Background: an optimization exercise with open tools, aiming at small area. Do not read the settings as production practice.
Where RTL was checked, it was by simulation tests only, not by an equivalence proof against the original.

## cordic_sin_cos
module cordic_sin_cos (
    input clk, input rst_n,
    input signed [31:0] angle, input pre_vaild,
    output signed [31:0] sin, output signed [31:0] cos, output post_vaild);
Size in the first run: roughly 3200 cells after synthesis, about 250 flip-flops, about 100 I/O pins, ~0.025 mm^2 of cells after synthesis.
==> flow/config.mk <==
export PLATFORM = sky130hd
export DESIGN_NAME = cordic_sin_cos
export DESIGN_NICKNAME = cordic_sin_cos
export VERILOG_FILES = /design/flow/design.v
export SDC_FILE = /design/flow/constraint.sdc
export NUM_CORES = 4
export LEC_CHECK = 0
export CAP_MARGIN = 20
export CORE_MARGIN = 2
export CORE_UTILIZATION = 40
export SLEW_MARGIN = 20
==> flow/constraint.sdc <==
create_clock -name core_clock -period 6.0 [get_ports {clk}]
set_input_delay 1.2000 -clock core_clock [delete_from_list [all_inputs] [get_ports {clk}]]
set_output_delay 1.2000 -clock core_clock [all_outputs]
set_load 0.01 [all_outputs]
standard.sh (not shown) runs the stock make flow with config.mk's settings and CLKGATE_MAP_FILE= SYNTH_SCRIPT=/design/flow/synth_recipe.tcl, a recipe that flattens the netlist after the stock synthesis.
==> flow/flow/run.sh <==
#!/bin/bash
set -euo pipefail
export BUFFER_PORTS_ARGS="-buffer_cell sky130_fd_sc_hd__buf_1"
export CTS_ARGS="-sink_clustering_enable -repair_clock_nets -dont_use_dummy_load -buf_list sky130_fd_sc_hd__clkbuf_8 -sink_clustering_size 20 -sink_clustering_max_diameter 50"
bash standard.sh > standard.log 2>&1
The baseline went through all stages and came out clean.
==> next run, changes <==
--- a/flow/design.v
+++ b/flow/design.v
@@ -621,31 +621,21 @@
 assign yh15[17] = y14[17] ^ yh15_t ^ yh15_lc17;
 assign yh15_c[18] = yh15_t ? ((y14[16] | y14[17]) | yh15_c[16]) : ((y14[16] & y14[17]) & yh15_c[16]);
 wire f14 = ~d14_q6;
 wire [17:0] y15 = yh15 ^ {18{f14}};
 wire [17:0] x15n = x15 ^ {18{s_q6}};
 wire signed [3:0] v15 = {y15_q7[17], y15_q7[17:15]};
 wire signed [3:0] e15 = d15_q7 ? v15 : -v15;
 wire signed [3:0] g15 = s_q7 ? (4'sd1 + e15) : -e15;
-wire [4:0] c16_l = {1'b0, x15n_q7[3:0]} + {1'b0, g15[3:0]};
-wire [13:0] c16_p = x15n_q7[17:4] + 14'd1;
-wire [13:0] c16_m = x15n_q7[17:4] - 14'd1;
-wire c16_inc = c16_l[4] & ~g15[3];
-wire c16_dec = ~c16_l[4] & g15[3];
-wire [17:0] c16 = {c16_inc ? c16_p : (c16_dec ? c16_m : x15n_q7[17:4]), c16_l[3:0]};
+wire [17:0] c16 = x15n_q7 + {{14{g15[3]}}, g15};
 wire [2:0] xt15 = x15n_q7[17:15] ^ {3{s_q7}};
 wire signed [3:0] u15 = {xt15[2], xt15};
 wire signed [3:0] w15 = d15_q7 ? u15 : -u15;
-wire [4:0] y16_l = {1'b0, y15_q7[3:0]} + {1'b0, w15[3:0]};
-wire [13:0] y16_p = y15_q7[17:4] + 14'd1;
-wire [13:0] y16_m = y15_q7[17:4] - 14'd1;
-wire y16_inc = y16_l[4] & ~w15[3];
-wire y16_dec = ~y16_l[4] & w15[3];
-wire [17:0] y16 = {y16_inc ? y16_p : (y16_dec ? y16_m : y15_q7[17:4]), y16_l[3:0]};
+wire [17:0] y16 = y15_q7 + {{14{w15[3]}}, w15};
 reg [16:0] h1_q1;
 always @(posedge clk) h1_q1 <= h1;
 reg [12:0] h5_q2;
 always @(posedge clk) h5_q2 <= h5;
 reg [8:0] h9_q3;
 always @(posedge clk) h9_q3 <= h9;
 reg d4_q2;
 always @(posedge clk) d4_q2 <= d4;
Cell area came out higher by 1.5%.
Sequential share of layout area went down by 0.28 points.
Setup slack got worse by 72 ps.
Utilization rises by 0.66 points.
Global-route usage goes down by 0.41 points.
Die area barely changes.
The RTL of the second run of this note was laid out without a check of its function.

--- another note on this design; it stands on its own ---

== run 4 ==
// cordic_sin_cos
module cordic_sin_cos (
    input clk, input rst_n,
    input signed [31:0] angle, input pre_vaild,
    output signed [31:0] sin, output signed [31:0] cos, output post_vaild);
wire [24:0] a = angle[24:0];
wire signed [8:0] at = a[24:16];
wire site1 = (at >= -9'sd90) && (at <= 9'sd90);
wire site2 = (at > 9'sd90);
wire amin = (a == 25'd21757952);
wire nz = |a[5:0];
wire s = ~site1;
wire d0 = site1 ? ~a[24] : (site2 | amin);
wire [16:0] k1 = site1 ? (d0 ? 17'd84992 : 17'd46080) : (site2 ? 17'd7168 : (amin ? 17'd31744 : 17'd123904));
wire ci1 = s & ~nz;
wire [16:0] h1 = k1 + (a[22:6] ^ {17{s}}) + ci1;
wire d1 = ~h1_q1[16];
wire signed [20:0] hs1 = {{4{h1_q1[16]}}, h1_q1};
wire [1:0] cm2;
assign cm2[0] = hs1 >= -21'sd27203;
assign cm2[1] = hs1 >= 21'sd27203;
wire d2 = cm2[{d1}];
wire [3:0] cm3;
assign cm3[0] = hs1 >= -21'sd41576;
assign cm3[1] = hs1 >= 21'sd12830;
assign cm3[2] = hs1 >= -21'sd12830;
assign cm3[3] = hs1 >= 21'sd41576;
wire d3 = cm3[{d2,d1}];
wire [7:0] cm4;
assign cm4[0] = hs1 >= -21'sd48872;
assign cm4[1] = hs1 >= 21'sd5534;
assign cm4[2] = hs1 >= -21'sd20126;
assign cm4[3] = hs1 >= 21'sd34280;
assign cm4[4] = hs1 >= -21'sd34280;
assign cm4[5] = hs1 >= 21'sd20126;
assign cm4[6] = hs1 >= -21'sd5534;
assign cm4[7] = hs1 >= 21'sd48872;
wire d4 = cm4[{d3,d2,d1}];
reg [12:0] t5;
always @* begin
  case ({d4,d3,d2,d1})
    4'd0: t5 = 13'd3382;
    4'd1: t5 = 13'd6320;
    4'd2: t5 = 13'd7404;
    4'd3: t5 = 13'd2150;
    4'd4: t5 = 13'd5174;
    4'd5: t5 = 13'd8112;
    4'd6: t5 = 13'd1004;
    4'd7: t5 = 13'd3942;
    4'd8: t5 = 13'd4250;
    4'd9: t5 = 13'd7188;
    4'd10: t5 = 13'd80;
    4'd11: t5 = 13'd3018;
    4'd12: t5 = 13'd6042;
    4'd13: t5 = 13'd788;
    4'd14: t5 = 13'd1872;
    4'd15: t5 = 13'd4810;
    default: t5 = 13'd0;
  endcase
end
wire [12:0] h5 = h1_q1[12:0] + t5;
wire d5 = ~h5_q2[12];
wire signed [16:0] hs5 = {{4{h5_q2[12]}}, h5_q2};
wire [1:0] cm6;
assign cm6[0] = hs5 >= -17'sd1833;
assign cm6[1] = hs5 >= 17'sd1833;
wire d6 = cm6[{d5}];
wire [3:0] cm7;
assign cm7[0] = hs5 >= -17'sd2750;
assign cm7[1] = hs5 >= 17'sd916;
  ...
Size: roughly 3300 cells after synthesis, roughly 330 flip-flops, about 100 I/O pins.
Settings: LEC_CHECK=0, CAP_MARGIN=20, CORE_MARGIN=2, CORE_UTILIZATION=40, CTS_BUF_LIST=sky130_fd_sc_hd__clkbuf_4, CTS_CLUSTER_SIZE=20, SLEW_MARGIN=20; clock period 6.0 ns.
run.sh (not shown) runs the stock make flow with config.mk's settings and CLKGATE_MAP_FILE= SYNTH_SCRIPT=/design/flow/synth_recipe.tcl, a recipe that flattens the netlist after the stock synthesis.
Run 4 reached the final stage; the timing, design-rule and antenna checks on its layout passed.
--- input diff run 4..run 5 ---
Settings: CTS_CLUSTER_SIZE: 20 -> unset; CTS_BUF_LIST: sky130_fd_sc_hd__clkbuf_4 -> unset.
[summary]
Taking run 4 as the reference, in run 5 wire length shows a reduction of 0.82%, time the final worst path needs with I/O delays and setup shows a reduction of 0.072 ns, fraction of the cycle the final worst path needs shows a reduction of 1.2 points, clock-buffer cell count shows a reduction of 71. Maximum frequency (run 5 over run 4): increase, about 1.3%. Sequential share of layout area: run 5 lower than run 4. Of the two values seen for slowest stage cell on the critical path, sky130_fd_sc_hd__or4_4 was produced by run 4 and sky130_fd_sc_hd__fa_1 by run 5. Vias: run 5 fewer than run 4.

--- another note on this design; it stands on its own ---

Design cordic_sin_cos, start of the top module:
module cordic_sin_cos (
    input clk, input rst_n,
    input signed [31:0] angle, input pre_vaild,
    output signed [31:0] sin, output signed [31:0] cos, output post_vaild);
Settings: LEC_CHECK=0, CAP_MARGIN=20, CORE_MARGIN=2, CORE_UTILIZATION=60, SLEW_MARGIN=20; clock period 6.0 ns.
standard.sh (not shown) runs the stock make flow with config.mk's settings and CLKGATE_MAP_FILE= SYNTH_SCRIPT=/design/flow/synth_recipe.tcl, a recipe that flattens the netlist after the stock synthesis.
==> flow/flow/run.sh <==
#!/bin/bash
set -euo pipefail
export BUFFER_PORTS_ARGS="-buffer_cell sky130_fd_sc_hd__buf_1"
export CTS_ARGS="-sink_clustering_enable -repair_clock_nets -dont_use_dummy_load -buf_list sky130_fd_sc_hd__clkbuf_8 -sink_clustering_size 20 -sink_clustering_max_diameter 65"
bash standard.sh > standard.log 2>&1
Edit:
Settings changed: CORE_UTILIZATION 60 to 70.
What happened: Global-route usage increases by 5.0 points; setup slack got worse by 0.077 ns; area after synthesis does not change; utilization increases by 10 points; via count increases by a few percent; non-clock buffer count increases by 11.


Another version of the RTL of cordic_sin_cos (not shown whole).
Size in the first run: roughly 3200 cells after synthesis, about 250 flip-flops, roughly 25000 um^2 of cells after synthesis.
clock: 6.0 ns
lec_check: 0
cap_margin: 0
core_margin: 2
core_utilization: 40
slew_margin: 0
==> flow/flow/run.sh <==
#!/bin/bash
set -euo pipefail
export BUFFER_PORTS_ARGS="-buffer_cell sky130_fd_sc_hd__buf_1"
export CTS_ARGS="-sink_clustering_enable -repair_clock_nets -dont_use_dummy_load -buf_list sky130_fd_sc_hd__clkbuf_8 -sink_clustering_size 20 -sink_clustering_max_diameter 80"
bash standard.sh > standard.log 2>&1
Next try:
==> flow/flow/run.sh (replaced) <==
#!/bin/bash
set -euo pipefail
export BUFFER_PORTS_ARGS="-buffer_cell sky130_fd_sc_hd__buf_1"
export CTS_ARGS="-sink_clustering_enable -repair_clock_nets -dont_use_dummy_load -buf_list sky130_fd_sc_hd__clkbuf_8 -sink_clustering_size 20 -sink_clustering_max_diameter 50"
bash standard.sh > standard.log 2>&1
The changed run produced a clean layout.
Fmax barely changes.
Hold slack loses 9.7 ps.
Final area is higher by 0.56%.
Clock skew shrinks by 5.9 ps.
Global-route usage goes up by 0.17 points.
Via count hardly moves.
Non-clock buffer count stays the same.
Register-to-register slack gets better by 20 ps.
Count of clock-buffer cells in the layout rose by 14.
Setup slack improves by 4.3 ps.
No functional check of the RTL was part of any run of this note.

==> what the ideal ports hide <==
The flow's constraints put no driver on any port. The routed layouts listed below were extracted and timed again, unchanged, in two steps.
Step 1 (the two cells are an assumption about what drives the block):
set clk [get_ports {clk}]
set_driving_cell -lib_cell sky130_fd_sc_hd__clkbuf_16 $clk
set_driving_cell -lib_cell sky130_fd_sc_hd__buf_2 [delete_from_list [all_inputs] $clk]
Step 2, shift: input delay + t, output delay - t, t = (earliest + latest rising clock arrival at the registers) / 2. This alone moves slack from input paths to output paths.
Slacks: no drivers / after step 1 / after step 2; pairs: no drivers / after step 1.
run	t, ns	setup WS [ns]	slew at the worst register clock pin (ns)	cell pins on the clock port's net
the first run of note 1	0.661	0.372 / 0.309 / 0.479	0.10 / 0.10	1
the second run of note 1	0.642	0.299 / 0.244 / 0.424	0.09 / 0.09	1
run 4	0.899	0.311 / 0.251 / 0.386	0.08 / 0.08	1
run 5	0.621	0.382 / 0.357 / 0.382	0.06 / 0.06	1
the first run of note 3	0.616	0.274 / 0.274 / 0.274	0.10 / 0.10	1
the second run of note 3	0.603	0.196 / 0.196 / 0.196	0.11 / 0.11	1
the first run of note 4	0.620	0.294 / 0.237 / 0.408	0.11 / 0.11	1
the second run of note 4	0.641	0.298 / 0.243 / 0.426	0.09 / 0.09	1
After both steps setup and hold are still met in every run listed.
